This is an optimization exercise on Yosys and OpenROAD, whose aim is small area, a short achievable clock period and few clock cycles per item, not a production implementation.
The RTL was checked by simulation tests, not by an equivalence proof against the original design.

==> job 6130: inputs <==
==> flow/design.v (excerpt) <==
module net_4_8_12_16_16_1_10(clk, reset, input_valid, input_ready, input_data, output_valid, output_ready, output_data);
Settings: LEC_CHECK=0, ABC_AREA=1, CAP_MARGIN=50, CORE_MARGIN=2, CORE_UTILIZATION=60, SLEW_MARGIN=70; clock period 12.0 ns.
run.sh (not shown) runs the stock make flow with config.mk's settings and CLKGATE_MAP_FILE= SYNTH_SCRIPT=/design/flow/synth_recipe.tcl, a recipe that flattens the netlist after the stock synthesis.
==> inputs of job 1877, as changes to job 6130 <==
--- a/flow/design.v
+++ b/flow/design.v
@@ -16,18 +16,16 @@
 	logic [2:0] cnt_n;
 	logic [3:0] pos_n;
 	logic [2:0] vf_n;
 	assign in_xfer = input_valid & in_rdy;
 	assign idle = ~vf[0] & ~vf[1] & ~(vf[2] & (pos <= 4'd8));
 	assign wrap = go & (pos == 4'd15);
 	assign launch = go & (cnt == 3'd4) & (wrap | idle);
 	assign cnt_n = launch ? 3'd0 : cnt + {2'b0, in_xfer};
-	logic rdy_room;
-	assign rdy_room = ~vf_n[0] | (pos_n >= 4'd11);
 	assign new_valid = (pos >= 4'd9) ? vf[1] : vf[2];
 	always_comb begin
 		pos_n = pos;
 		vf_n = vf;
 		if (launch) begin
 			pos_n = 4'd0;
 			vf_n = {vf[1:0], 1'b1};
 		end else if (wrap) begin
@@ -44,17 +42,17 @@
 			vf <= 3'd0;
 			cnt <= 3'd0;
 			in_rdy <= 1'b1;
 		end else begin
 			pos <= pos_n;
 			pos1h <= 16'd1 << pos_n;
 			vf <= vf_n;
 			cnt <= cnt_n;
-			in_rdy <= in_xfer ? (cnt != 3'd3) & rdy_room : (launch | (cnt != 3'd4)) & rdy_room;
+			in_rdy <= (cnt_n != 3'd4) & (~vf_n[0] | (pos_n >= 4'd11));
 		end
 	end
 	function automatic logic [16:0] prodq(input logic [5:0] k, input logic [14:0] x);
 		logic s, a4, a8, b1, b2, bn;
 		logic [17:0] pa, pb, m;
 		logic [15:0] q;
 		{s, a4, a8, b1, b2, bn} = k;
 		pa = ({18{a4}} & {1'b0, x, 2'b0}) | ({18{a8}} & {x, 3'b0});
@@ -510,17 +508,21 @@
 	always_ff @(posedge clk) begin
 		if (y3_free) y3 <= sv ? s : y3_new;
 		if (!y3_free && go) s <= y3_new;
 	end
 	always_ff @(posedge clk) begin
 		if (reset) begin
 			fv <= 1'b0;
 			sv <= 1'b0;
+		end else if (!y3_free) begin
+			if (go) sv <= new_valid;
+		end else if (sv) begin
+			fv <= 1'b1;
+			sv <= 1'b0;
 		end else begin
-			fv <= (output_ready | ~fv) ? (sv | new_valid) : 1'b1;
-			sv <= (output_ready | ~fv) ? 1'b0 : (go ? new_valid : sv);
+			fv <= new_valid;
 		end
 	end
 	assign output_valid = fv;
 	assign output_data = {1'b0, y3};
 	assign input_ready = in_rdy;
 endmodule
ABC_AREA = default   (was 1)
==> inputs of job 1433, as changes to job 6130 <==
--- a/flow/design.v
+++ b/flow/design.v
@@ -2,61 +2,79 @@
 	input clk, reset, input_valid, output_ready;
 	input signed [15 : 0] input_data;
 	output signed [15 : 0] output_data;
 	output output_valid, input_ready;
 	logic [3:0] pos;           
 	logic [15:0] pos1h;        
 	logic [2:0] vf;            
 	logic [2:0] cnt;           
+	logic lch;                 
 	logic in_rdy;
 	logic sv;                  
 	logic fv;                  
-	logic go;
-	assign go = ~sv;
+	logic go;                  
+	logic starve;              
 	logic in_xfer, launch, wrap, idle, new_valid;
-	logic [2:0] cnt_n;
 	logic [3:0] pos_n;
 	logic [2:0] vf_n;
 	assign in_xfer = input_valid & in_rdy;
 	assign idle = ~vf[0] & ~vf[1] & ~(vf[2] & (pos <= 4'd8));
 	assign wrap = go & (pos == 4'd15);
-	assign launch = go & (cnt == 3'd4) & (wrap | idle);
-	assign cnt_n = launch ? 3'd0 : cnt + {2'b0, in_xfer};
-	logic rdy_room;
-	assign rdy_room = ~vf_n[0] | (pos_n >= 4'd11);
-	assign new_valid = (pos >= 4'd9) ? vf[1] : vf[2];
+	assign launch = go & ~lch & (cnt != 3'd0) & (wrap | idle);
+	assign new_valid = go & ((pos >= 4'd9) ? vf[1] : vf[2]);
 	always_comb begin
 		pos_n = pos;
 		vf_n = vf;
 		if (launch) begin
 			pos_n = 4'd0;
 			vf_n = {vf[1:0], 1'b1};
 		end else if (wrap) begin
 			pos_n = 4'd0;
 			vf_n = {vf[1:0], 1'b0};
 		end else if (go) begin
 			pos_n = pos + 4'd1;
 		end
 	end
+	function automatic logic [5:0] nxt(input logic xf, input logic [2:0] cnt, input logic lch,
+		input logic launch, input logic busy, input logic [3:0] pos_n);
+		logic [2:0] c;
+		logic l, r, st;
+		c = cnt + {2'b0, xf};
+		l = lch | launch;
+		if (l && c == 3'd4) begin
+			c = 3'd0;
+			l = 1'b0;
+		end
+		r = (c != 3'd4) & (l | ~busy | (pos_n >= 4'd11));
+		st = l & ((pos_n == 4'd0 && c < 3'd2) || (pos_n == 4'd1 && c < 3'd3) ||
+		          (pos_n == 4'd2 && c < 3'd4));
+		nxt = {c, l, r, st};
+	endfunction
+	logic [5:0] nx0, nx1, nx;
+	assign nx0 = nxt(1'b0, cnt, lch, launch, vf_n[0], pos_n);
+	assign nx1 = nxt(1'b1, cnt, lch, launch, vf_n[0], pos_n);
+	assign nx = in_xfer ? nx1 : nx0;
 	always_ff @(posedge clk) begin
 		if (reset) begin
 			pos <= 4'd0;
 			pos1h <= 16'd1;
 			vf <= 3'd0;
 			cnt <= 3'd0;
+			lch <= 1'b0;
 			in_rdy <= 1'b1;
+			starve <= 1'b0;
 		end else begin
 			pos <= pos_n;
 			pos1h <= 16'd1 << pos_n;
 			vf <= vf_n;
-			cnt <= cnt_n;
-			in_rdy <= in_xfer ? (cnt != 3'd3) & rdy_room : (launch | (cnt != 3'd4)) & rdy_room;
+			{cnt, lch, in_rdy, starve} <= nx;
 		end
 	end
+	assign go = ~sv & ~starve;
 	function automatic logic [16:0] prodq(input logic [5:0] k, input logic [14:0] x);
 		logic s, a4, a8, b1, b2, bn;
 		logic [17:0] pa, pb, m;
 		logic [15:0] q;
 		{s, a4, a8, b1, b2, bn} = k;
 		pa = ({18{a4}} & {1'b0, x, 2'b0}) | ({18{a8}} & {x, 3'b0});
 		pb = ({18{b1}} & {3'b0, x}) | ({18{b2}} & {2'b0, x, 1'b0}) | ({18{bn}} & ~{3'b0, x});
 		m = pa + pb + {17'b0, bn};
==> flow/flow/run.sh (new file) <==
#!/bin/bash
set -euo pipefail
export BUFFER_PORTS_ARGS="-buffer_cell sky130_fd_sc_hd__buf_4"
export SETUP_SLACK_MARGIN=8.6
bash standard.sh > standard.log 2>&1
==> flow/standard.sh (new file) <==
#!/bin/bash
# synth_recipe.tcl (not shown) runs the flow's synth.tcl, then flattens the netlist and writes it again
# the make line also repeats each setting of config.mk as NAME=value (left out here)
make -C /OpenROAD-flow-scripts/flow DESIGN_CONFIG=/design/flow/config.mk WORK_HOME=/design/flow/orfs CLKGATE_MAP_FILE= SYNTH_SCRIPT=/design/flow/synth_recipe.tcl "${@:-finish}"
removed: flow/run.sh
==> metrics.yaml <==
outcome:
  status: "complete, no violations"
sta:
  holdWs_ns: 0.419
route:
  num_vias: 87200
synthesis:
  yosysSeqAreaShare_pct: 36.8
  synth_commonest_cells: "nand2_1 (3320), inv_1 (1391), a21oi_1 (988)"
clock_network:
  numClockSinks: 1307
floorplanning:
  die_x_um: 407
  coreArea_sq_um: 162000
placement:
  dp.cells: 14600
# the run above: job 6130

==> metrics.yaml <==
route:
  num_vias: 71200
floorplanning:
  die_x_um: 399
  coreArea_sq_um: 154000
placement:
  dp.cells: 11400
synthesis:
  yosysSeqAreaShare_pct: 38.4
  synth_commonest_cells: "edfxtp_1 (979), ha_1 (859), xnor2_1 (766)"
sta:
  holdWs_ns: 0.407
outcome:
  status: "complete, no violations"
# the run above: job 1877

==> metrics.yaml <==
synthesis:
  synth_commonest_cells: "nand2_1 (2959), inv_1 (1331), a21oi_1 (1044)"
  yosysSeqAreaShare_pct: 37.2
outcome:
  status: "complete, no violations"
clock_network:
  numClockSinks: 1309
floorplanning:
  die_x_um: 406
  coreArea_sq_um: 160000
sta:
  holdWs_ns: 0.418
placement:
  dp.cells: 14200
route:
  num_vias: 86400
# the run above: job 1433

Testbench counts of job 6130, summed over its fixed seeds: cycles 2,296, items 128.
Testbench counts of job 1877, summed over its fixed seeds: cycles 2,296, items 128.
Testbench counts of job 1433, summed over its fixed seeds: cycles 2,272, items 128.

## static timing again, ports no longer ideal
No port has a modelled driver above. Below, the same layouts with a new extraction and two added sets of constraints. Step 1: set_driving_cell puts a clkbuf_16 on clk and a buf_2 on each other input, an assumption about the parent block. Step 2 also shifts input and output timing later by t, the mid clock arrival at the registers, as if the neighbouring blocks saw the same clock. Three values: ideal ports, drivers, drivers and shift; two values: the first two.
| run | t, ns | setup slack, ns | latest minus earliest clock arrival (ns) | pins driven straight from the clock port |
|---|---|---|---|---|
| job 6130 | 0.902 | 7.661 / 7.567 / 7.778 | 0.032 / 0.032 | 1 |
| job 1877 | 0.857 | 7.359 / 7.359 / 7.359 | 0.032 / 0.032 | 1 |
| job 1433 | 0.870 | 8.091 / 7.996 / 8.064 | 0.034 / 0.034 | 1 |
After both steps every run listed still meets setup and hold. The setup slack of job 1433, which loses most, moves by -0.095 ns with the drivers and by -0.027 ns with both steps.
